Context: an optimization exercise on an open-source flow, tuned for small area. The choices shown serve that exercise and are no tape-out recipe.
In this exercise RTL edits were held to simulation tests only and were not proved equivalent to the original.
Power and IR drop assume default switching activity.

==> flow/design.v <==
module top (
    input  logic CLOCK_50,
    input  logic rst,
    input  logic uart_rx,
    output logic uart_tx
);
    localparam logic [8:0] LAST = 9'd433;    
    localparam logic [1:0] M_WAIT = 2'd0, M_PAY = 2'd1, M_TX = 2'd2;
    logic [127:0] ra, rb;
    logic [6:0]   ph;
    logic [8:0]   timer;
    logic [3:0]   per;       
    logic [6:0]   b;         
    logic [1:0]   mode;
    logic         act;
    logic         match;
    logic [3:0]   s;         
    logic [1:0]   cap;
    logic signed [6:0] acc;
    wire [6:0] ph_n = ph + 7'd1;
    wire [6:0] waddr = b[4] ? {b[1:0], b[3:2] + 2'd1, per[2:0]} : {b[3:0], per[2:0]};
    wire win  = act && (mode != M_TX) && !per[3] && (timer[8:7] == 2'b01) && (ph_n == waddr);
    wire wa   = win && (mode == M_PAY) && !b[4];
    wire wb   = win && (mode == M_PAY) &&  b[4];
    always_ff @(posedge CLOCK_50) begin
        ra <= {ra[126:0], wa ? uart_rx : ra[127]};
        rb <= {rb[126:0], wb ? uart_rx : rb[127]};
    end
    wire [1:0] ma = ph[6:5] - b[5:4];
    wire [1:0] mb = ph[6:5] - b[3:2];
    logic atap, btap;
    always_comb begin
        case (ma)
            2'd0: atap = ra[0];
            2'd1: atap = ra[32];
            2'd2: atap = ra[64];
            default: atap = ra[96];
        endcase
        case (mb)
            2'd0: btap = rb[0];
            2'd1: btap = rb[32];
            2'd2: btap = rb[64];
            default: btap = rb[96];
        endcase
    end
    wire [3:0] c    = per + 4'd1;
    wire       cmp  = !c[3] && !b[1];
    wire [3:0] n    = {b[0], c[2:0]};
    wire       k0   = (ph[4:3] == 2'd0);
    wire [3:0] peff = s - {3'd0, k0};
    wire       uval = k0 ? (s != 4'd0 && s <= 4'd8) : (s <= 4'd7);
    wire [3:0] qsum = {1'b0, ph[2:0]} + peff;
    wire       use_ = cmp && uval && (qsum == n) && cap[~ph[3]] && btap;
    wire       neg  = (peff[2:0] == 3'd7) ^ (ph[2:0] == 3'd7);
    wire       capt = (s <= 4'd7) && (ph[2:0] == s[2:0]);
    logic cbit;
    always_comb begin
        case (b)
            7'd127:  cbit = 8'h5A >> c[2:0];
            7'd64:   cbit = 8'h0A >> c[2:0];
            7'd68:   cbit = 8'hA6 >> c[2:0];
            default: cbit = 1'b0;
        endcase
    end
    wire abit = 8'hA5 >> per[2:0];
    wire wrap = (timer == LAST);
    always_ff @(posedge CLOCK_50) begin
        ph <= ph_n;
        if (capt) cap[ph[3]] <= atap;
        if (ph[4:0] == 5'd31 && s != 4'd9) s <= s + 4'd1;
        if (use_) acc <= neg ? acc - 7'sd1 : acc + 7'sd1;
        if (win && mode == M_WAIT) match <= match & (uart_rx == abit);
        timer <= timer + 9'd1;
        if (rst) begin
            mode    <= M_WAIT;
            act     <= 1'b0;
            uart_tx <= 1'b1;
        end else if (!act) begin
            if (!uart_rx) begin
                act   <= 1'b1;
                timer <= 9'd0;
                per   <= 4'hF;
                match <= 1'b1;
                s     <= 4'hF;
                if (mode == M_WAIT) b <= 7'd96;
            end
        end else begin
            if (per == 4'd8 && b[1:0] == 2'd0) acc <= 7'sd0;
            if (wrap) begin
                timer <= 9'd0;
                per   <= per + 4'd1;
                s     <= 4'hF;
                if (mode == M_TX) begin
                    if (per == 4'd8) begin
                        per     <= 4'hF;
                        uart_tx <= 1'b0;
                    end else if (per == 4'd7) begin
                        uart_tx <= 1'b1;
                        if (b == 7'd68) begin
                            mode <= M_WAIT;
                            act  <= 1'b0;
                        end else begin
                            b <= b + 7'd1;
                        end
                    end else begin
                        uart_tx <= b[6] ? cbit : acc[0];
                        acc     <= acc >>> 1;
                    end
                end else if (per == 4'd7) begin
                    if (mode == M_WAIT) begin
                        act <= 1'b0;
                        if (match) mode <= M_PAY;
                    end else if (b == 7'd127) begin
                        mode <= M_TX;
                    end else begin
                        act <= 1'b0;
                        b   <= b + 7'd1;
                    end
                end
            end
        end
    end
endmodule
clock: 20.0 ns
lec_check: 0
cap_margin: 20
core_margin: 2
core_utilization: 60
slew_margin: 20
standard.sh (not shown) runs the stock make flow with config.mk's settings and CLKGATE_MAP_FILE= SYNTH_SCRIPT=/design/flow/synth_recipe.tcl, a recipe that flattens the netlist after the stock synthesis.
==> flow/flow/run.sh <==
#!/bin/bash
# Standard layout (the standard.sh) with a smaller clock tree: clkbuf_4 only,
# sink clusters of up to 12 flip-flops within 40 um, and no dummy loads.
set -euo pipefail
export CTS_ARGS="-sink_clustering_enable -repair_clock_nets -dont_use_dummy_load -sink_clustering_size 12 -sink_clustering_max_diameter 40 -buf_list sky130_fd_sc_hd__clkbuf_4"
bash standard.sh > standard_flow.log 2>&1
Next try:
==> flow/design.v (replaced) <==
module top (
    input  logic CLOCK_50,
    input  logic rst,
    input  logic uart_rx,
    output logic uart_tx
);
    localparam logic [1:0] M_WAIT = 2'd0, M_PAY = 2'd1, M_TX = 2'd2;
    logic [127:0] ra, rb;
    logic [6:0]   ph;
    logic [8:0]   timer;     
    logic [3:0]   per;       
    logic [6:0]   b;         
    logic [1:0]   mode;
    logic         act;
    logic         match;
    logic [3:0]   s;         
    logic [1:0]   cap;
    logic [5:0]   acc;       
    wire [6:0] ph_n = ph + 7'd1;
    wire [6:0] waddr = b[4] ? {b[1:0], b[3:2] + 2'd1, per[2:0]} : {b[3:0], per[2:0]};
    wire win  = act && (mode != M_TX) && !per[3] && !wrap && (ph_n == waddr);
    wire wa   = win && (mode == M_PAY) && !b[4];
    wire wb   = win && (mode == M_PAY) &&  b[4];
    always_ff @(posedge CLOCK_50) begin
        ra <= {ra[126:0], wa ? uart_rx : ra[127]};
        rb <= {rb[126:0], wb ? uart_rx : rb[127]};
    end
    wire [1:0] ma = ph[6:5] - b[5:4];
    wire [1:0] mb = ph[6:5] - b[3:2];
    logic atap, btap;
    always_comb begin
        case (ma)
            2'd0: atap = ra[0];
            2'd1: atap = ra[32];
            2'd2: atap = ra[64];
            default: atap = ra[96];
        endcase
        case (mb)
            2'd0: btap = rb[0];
            2'd1: btap = rb[32];
            2'd2: btap = rb[64];
            default: btap = rb[96];
        endcase
    end
    wire [3:0] c    = per + 4'd1;
    wire       cmp  = !c[3] && !b[1];
    wire [3:0] n    = {b[0], c[2:0]};
    wire       k0   = (ph[4:3] == 2'd0);
    wire [3:0] peff = s - {3'd0, k0};
    wire       uval = k0 ? (s != 4'd0 && s <= 4'd8) : (s <= 4'd7);
    wire [3:0] qsum = {1'b0, ph[2:0]} + peff;
    wire       neg  = (peff[2:0] == 3'd7) ^ (ph[2:0] == 3'd7);
    wire       term = cmp && uval && (qsum == n) && ((cap[~ph[3]] & btap) ^ neg);
    wire [4:0] n5   = {b[1:0], c[2:0]};
    wire       kbit = !c[3] && (n5 == 5'd10 || n5 >= 5'd17);
    wire       kinc = kbit && (s == 4'hF) && (ph[4:0] == 5'd31);
    wire       capt = (s <= 4'd7) && (ph[2:0] == s[2:0]);
    logic cbit;
    always_comb begin
        if (b[5])                cbit = 8'h5A >> c[2:0];    
        else if (b[2])           cbit = 8'hA6 >> c[2:0];    
        else if (b[1:0] == 2'd0) cbit = 8'h0A >> c[2:0];    
        else                     cbit = 1'b0;               
    end
    wire abit = 8'hA5 >> per[2:0];
    wire wrap = (timer == 9'd182);
    always_ff @(posedge CLOCK_50) begin
        ph <= ph_n;
        if (capt) cap[ph[3]] <= atap;
        if (ph[4:0] == 5'd31) s <= s + 4'd1;
        if (term || kinc) acc <= acc + 6'd1;
        if (win && mode == M_WAIT) match <= match & (uart_rx == abit);
        timer <= {timer[7:0], ~(timer[8] ^ timer[4])};
        if (rst) begin
            mode    <= M_WAIT;
            act     <= 1'b0;
            uart_tx <= 1'b1;
        end else if (!act) begin
            if (!uart_rx) begin
                act   <= 1'b1;
                timer <= 9'd0;
                per   <= 4'hF;
                match <= 1'b1;
                s     <= 4'hF;
                if (mode == M_WAIT) b <= 7'd96;
            end
        end else begin
            if (per == 4'd8 && b[1:0] == 2'd0) acc <= 6'd0;
            if (wrap) begin
                timer <= 9'd0;
                per   <= per + 4'd1;
                s     <= 4'hF;
                if (mode == M_TX) begin
                    if (per == 4'd8) begin
                        per     <= 4'hF;
                        uart_tx <= 1'b0;
                    end else if (per == 4'd7) begin
                        uart_tx <= 1'b1;
                        if (b[6] && !b[5] && b[2]) begin    
                            mode <= M_WAIT;
                            act  <= 1'b0;
                        end else begin
                            b <= b + 7'd1;
                        end
                    end else begin
                        uart_tx <= b[6] ? cbit : acc[0];
                        acc     <= acc >> 1;
                    end
                end else if (per == 4'd7) begin
                    if (mode == M_WAIT) begin
                        act <= 1'b0;
                        if (match) mode <= M_PAY;
                    end else if (b[4:0] == 5'd31) begin    
                        mode <= M_TX;
                    end else begin
                        act <= 1'b0;
                        b   <= b + 7'd1;
                    end
                end
            end
        end
    end
endmodule
Total power goes up by 1.3%.
Sequential power stays flat.
Setup slack loses 0.20 ns.
Final cell count came out lower by 6.5%.
Routed wire length drops by 5.7%.
Global-route usage hardly moves.
Worst hold slack got worse by 0.052 ns.
Clock power rose by about 7%.
Core utilization rises by 0.31 points.
Non-clock buffer count went up by 1.
Critical path depth came out higher by 7.
Cell area decreases by 3.8%.
First-iteration DRC count came out higher by 47%.
Clock skew increases by 0.047 ns.

## re-timing with driven ports
Ports are ideal in the flow. The routed layouts listed here were re-timed in OpenROAD.
Step 1, drivers: a clkbuf_16 drives CLOCK_50 and a buf_2 each remaining input, both assumed.
Step 2 also shifts input and output timing later by t, the mid clock arrival at the registers, as if the neighbouring blocks saw the same clock.
a / b / c = ideal ports / drivers / drivers and shift; a / b = the first two.
run | t, ns | setup slack, ns | hold WS [ns] | worst data-port slew with drivers (ns) | pins driven straight from the clock port
the first run | 0.647 | 14.531 / 14.496 / 13.969 | 0.299 / 0.299 / 0.299 | 0.03 | 1
the second run | 0.608 | 14.327 / 14.335 / 13.727 | 0.247 / 0.247 / 0.247 | 0.03 | 1
After both steps setup and hold are still met in every run listed. The setup slack of the second run, which loses most, moves by +0.008 ns with the drivers and by -0.600 ns with both steps.
